Background: an optimization exercise with open tools, aiming at small area. Do not read the settings as production practice. Only simulation tests tie the RTL to the original design; equivalence was not proved.

== rev 12 ==
// acdma_top
module acdma_top (
  input  logic         clk,
  input  logic         rst,
  input  logic [127:0] data_in,
  output logic [127:0] decoded_out
);
Size: ~1200 cells after synthesis, ~290 flip-flops, roughly 260 I/O pins, roughly 0.015 mm^2 of cells after synthesis.
export LEC_CHECK = 0
export CAP_MARGIN = 0
export CORE_MARGIN = 2
export CORE_UTILIZATION = 40
export PLACE_DENSITY = 0.6
export SLEW_MARGIN = 0
export SYNTH_HIERARCHICAL = 1
export SYNTH_MINIMUM_KEEP_SIZE = 0
create_clock -name core_clock -period 4.0 [get_ports {clk}]
standard.sh (not shown) runs the stock make flow with config.mk's settings and CLKGATE_MAP_FILE= SYNTH_SCRIPT=/design/flow/synth_recipe.tcl, a recipe that flattens the netlist after the stock synthesis.
==> flow/flow/run.sh <==
#!/bin/bash
# The standard layout, with the smallest buffer on every input and output port
# instead of the flow's default choice, and clock tree synthesis without dummy
# loads and with smaller clock buffers.  make's output goes to flow_make.log.
set -euo pipefail
export BUFFER_PORTS_ARGS="-buffer_cell sky130_fd_sc_hd__buf_1"
export CTS_ARGS="-sink_clustering_enable -repair_clock_nets -dont_use_dummy_load -buf_list {sky130_fd_sc_hd__clkbuf_8 sky130_fd_sc_hd__clkbuf_16} -sink_clustering_size 30 -sink_clustering_max_diameter 100"
bash standard.sh > flow_make.log 2>&1
Rev 12 | stages: all done | timing, DRC, antenna: all pass
Modified inputs, rev 13 compared to rev 12
==> flow/config.mk <==
export PLATFORM = sky130hd
export DESIGN_NAME = acdma_top
export DESIGN_NICKNAME = acdma_top
export VERILOG_FILES = /design/flow/design.v
export SDC_FILE = /design/flow/constraint.sdc
export NUM_CORES = 4
export LEC_CHECK = 0
export CAP_MARGIN = 20
export CORE_MARGIN = 2
export CORE_UTILIZATION = 40
export PLACE_DENSITY = 0.6
export SLEW_MARGIN = 20
export SYNTH_HIERARCHICAL = 1
export SYNTH_MINIMUM_KEEP_SIZE = 0
## What came out
As far as number of max-cap violations goes, rev 12 and rev 13 are indistinguishable; the numbers are identical.
Summary of rev 13 over rev 12: register clock-pin slew on the reported worst setup and hold paths about even, share of flip-flops with an asynchronous set or reset ~0 delta, sequential element share of the synthesized area flat.
Rev 13 -> rev 12: final area delta 0, exact match
For total routing usage reported by global routing, rev 13 and rev 12 come out practically identical.
Delta (rev 13 minus rev 12): number of nets in the layout flat; die area level; initial standard-cell utilization of the core neither gained nor lost much; via count shows no meaningful change.

== run Y ==
acdma_top, a different RTL version from the one above (not shown whole).
For scale: ~1,300 cells after synthesis, ~15,000 sq um of cells after synthesis.
make LEC_CHECK=0 CAP_MARGIN=20 CORE_MARGIN=2 CORE_UTILIZATION=40 PLACE_DENSITY=0.6 SLEW_MARGIN=20 SYNTH_HIERARCHICAL=1 SYNTH_MINIMUM_KEEP_SIZE=0 finish   # period 4.0 ns
run.sh (not shown) runs the stock make flow with config.mk's settings and CLKGATE_MAP_FILE= SYNTH_SCRIPT=/design/flow/synth_recipe.tcl, a recipe that flattens the netlist after the stock synthesis.
Stock flow here: none of the scripts above is used.
### run Y -> run D
==> flow/flow/run.sh (new file) <==
#!/bin/bash
# The standard layout, with the smallest buffer on every input and output port
# instead of the flow's default choice.  make's output goes to flow_make.log.
set -euo pipefail
export BUFFER_PORTS_ARGS="-buffer_cell sky130_fd_sc_hd__buf_1"
bash standard.sh > flow_make.log 2>&1
==> flow/standard.sh (new file) <==
#!/bin/bash
# synth_recipe.tcl (not shown) runs the flow's synth.tcl, then flattens the netlist and writes it again
# the make line also repeats each setting of config.mk as NAME=value (left out here)
make -C /OpenROAD-flow-scripts/flow DESIGN_CONFIG=/design/flow/config.mk WORK_HOME=/design/flow/orfs CLKGATE_MAP_FILE= SYNTH_SCRIPT=/design/flow/synth_recipe.tcl "${@:-finish}"
removed: flow/run.sh
## What came out
- Per the comparison of run D with run Y, met2 wirelength from detailed routing moved down; routing usage on met1 moved down; final cell area excluding filler cells moved down; path depth of the worst reg2reg path moved up; post-CTS repair timing setup buffer count level.
- Max H-tree depth reported by CTS across run Y and run D: run Y

--- another note on this design; it stands on its own ---

old:
==> flow/design.v (excerpt) <==
module acdma_top (
  input  logic         clk,
  input  logic         rst,
  input  logic [127:0] data_in,
  output logic [127:0] decoded_out
);
Settings: LEC_CHECK=0, CAP_MARGIN=20, CORE_MARGIN=2, CORE_UTILIZATION=60, PLACE_DENSITY=0.9, SLEW_MARGIN=20, SYNTH_HIERARCHICAL=1, SYNTH_MINIMUM_KEEP_SIZE=0; clock period 4.0 ns.
standard.sh (not shown) runs the stock make flow with config.mk's settings and CLKGATE_MAP_FILE= SYNTH_SCRIPT=/design/flow/synth_recipe.tcl, a recipe that flattens the netlist after the stock synthesis.
==> flow/flow/run.sh <==
#!/bin/bash
# The standard layout, with the smallest buffer on every input and output port
# instead of the flow's default choice, and clock tree synthesis without dummy
# loads and with smaller clock buffers.  make's output goes to flow_make.log.
set -euo pipefail
export BUFFER_PORTS_ARGS="-buffer_cell sky130_fd_sc_hd__buf_1"
export CTS_ARGS="-sink_clustering_enable -repair_clock_nets -dont_use_dummy_load -buf_list {sky130_fd_sc_hd__clkbuf_8 sky130_fd_sc_hd__clkbuf_16} -sink_clustering_size 30 -sink_clustering_max_diameter 100"
bash standard.sh > flow_make.log 2>&1
Changes in new relative to old:
Settings: a change of CORE_UTILIZATION from 60 to 70; a change of PLACE_DENSITY from 0.9 to 0.7.
--- a/flow/flow/run.sh
+++ b/flow/flow/run.sh
@@ -5,4 +5,4 @@
 set -euo pipefail
 export BUFFER_PORTS_ARGS="-buffer_cell sky130_fd_sc_hd__buf_1"
-export CTS_ARGS="-sink_clustering_enable -repair_clock_nets -dont_use_dummy_load -buf_list {sky130_fd_sc_hd__clkbuf_8 sky130_fd_sc_hd__clkbuf_16} -sink_clustering_size 30 -sink_clustering_max_diameter 100"
+export CTS_ARGS="-sink_clustering_enable -repair_clock_nets -dont_use_dummy_load -buf_list {sky130_fd_sc_hd__clkbuf_8} -sink_clustering_size 20 -sink_clustering_max_diameter 60"
 bash standard.sh > flow_make.log 2>&1
Findings:
- Having completed the whole flow, new delivered a layout that passed the timing, DRC and antenna checks.
- Re required time of the critical path: old was higher than new.
- Delta (new minus old): cell area went down; complex-gate fraction of the synthesized area did not really move; fraction of standard cell area that is sequential went up.

==> re-timing with driven ports <==
How much do the figures lean on ideal ports? The routed layouts below were timed once more, with nothing changed but the port constraints.
Step 1 assumes that a clkbuf_16 drives the clock port and a buf_2 every other input.
Step 2, shift: input delay + t, output delay - t, t = (earliest + latest rising clock arrival at the registers) / 2. This alone moves slack from input paths to output paths.
Three values: ideal ports, drivers, drivers and shift; two values: the first two.
run | t (ns) | slack for setup (ns) | slew at the worst register clock pin (ns) | worst data-port slew with drivers (ns) | cell pins on the clock port's net
rev 12 | 0.523 | 0.085 / 0.085 / 0.085 | 0.11 / 0.11 | 0.04 | 1
rev 13 | 0.523 | 0.085 / 0.085 / 0.085 | 0.11 / 0.11 | 0.04 | 1
run Y | 0.544 | 0.093 / 0.093 / -0.057 | 0.06 / 0.06 | 0.07 | 1
run D | 0.603 | 0.089 / 0.089 / 0.089 | 0.07 / 0.07 | 0.06 | 1
old | 0.525 | 0.134 / 0.134 / 0.134 | 0.11 / 0.11 | 0.08 | 1
new | 0.554 | 0.151 / 0.151 / 0.151 | 0.12 / 0.12 | 0.05 | 1
With both steps, setup timing fails in run Y, where it was met with ideal ports. The setup slack of run Y, which loses most, moves by 0.000 ns with the drivers and by -0.150 ns with both steps.
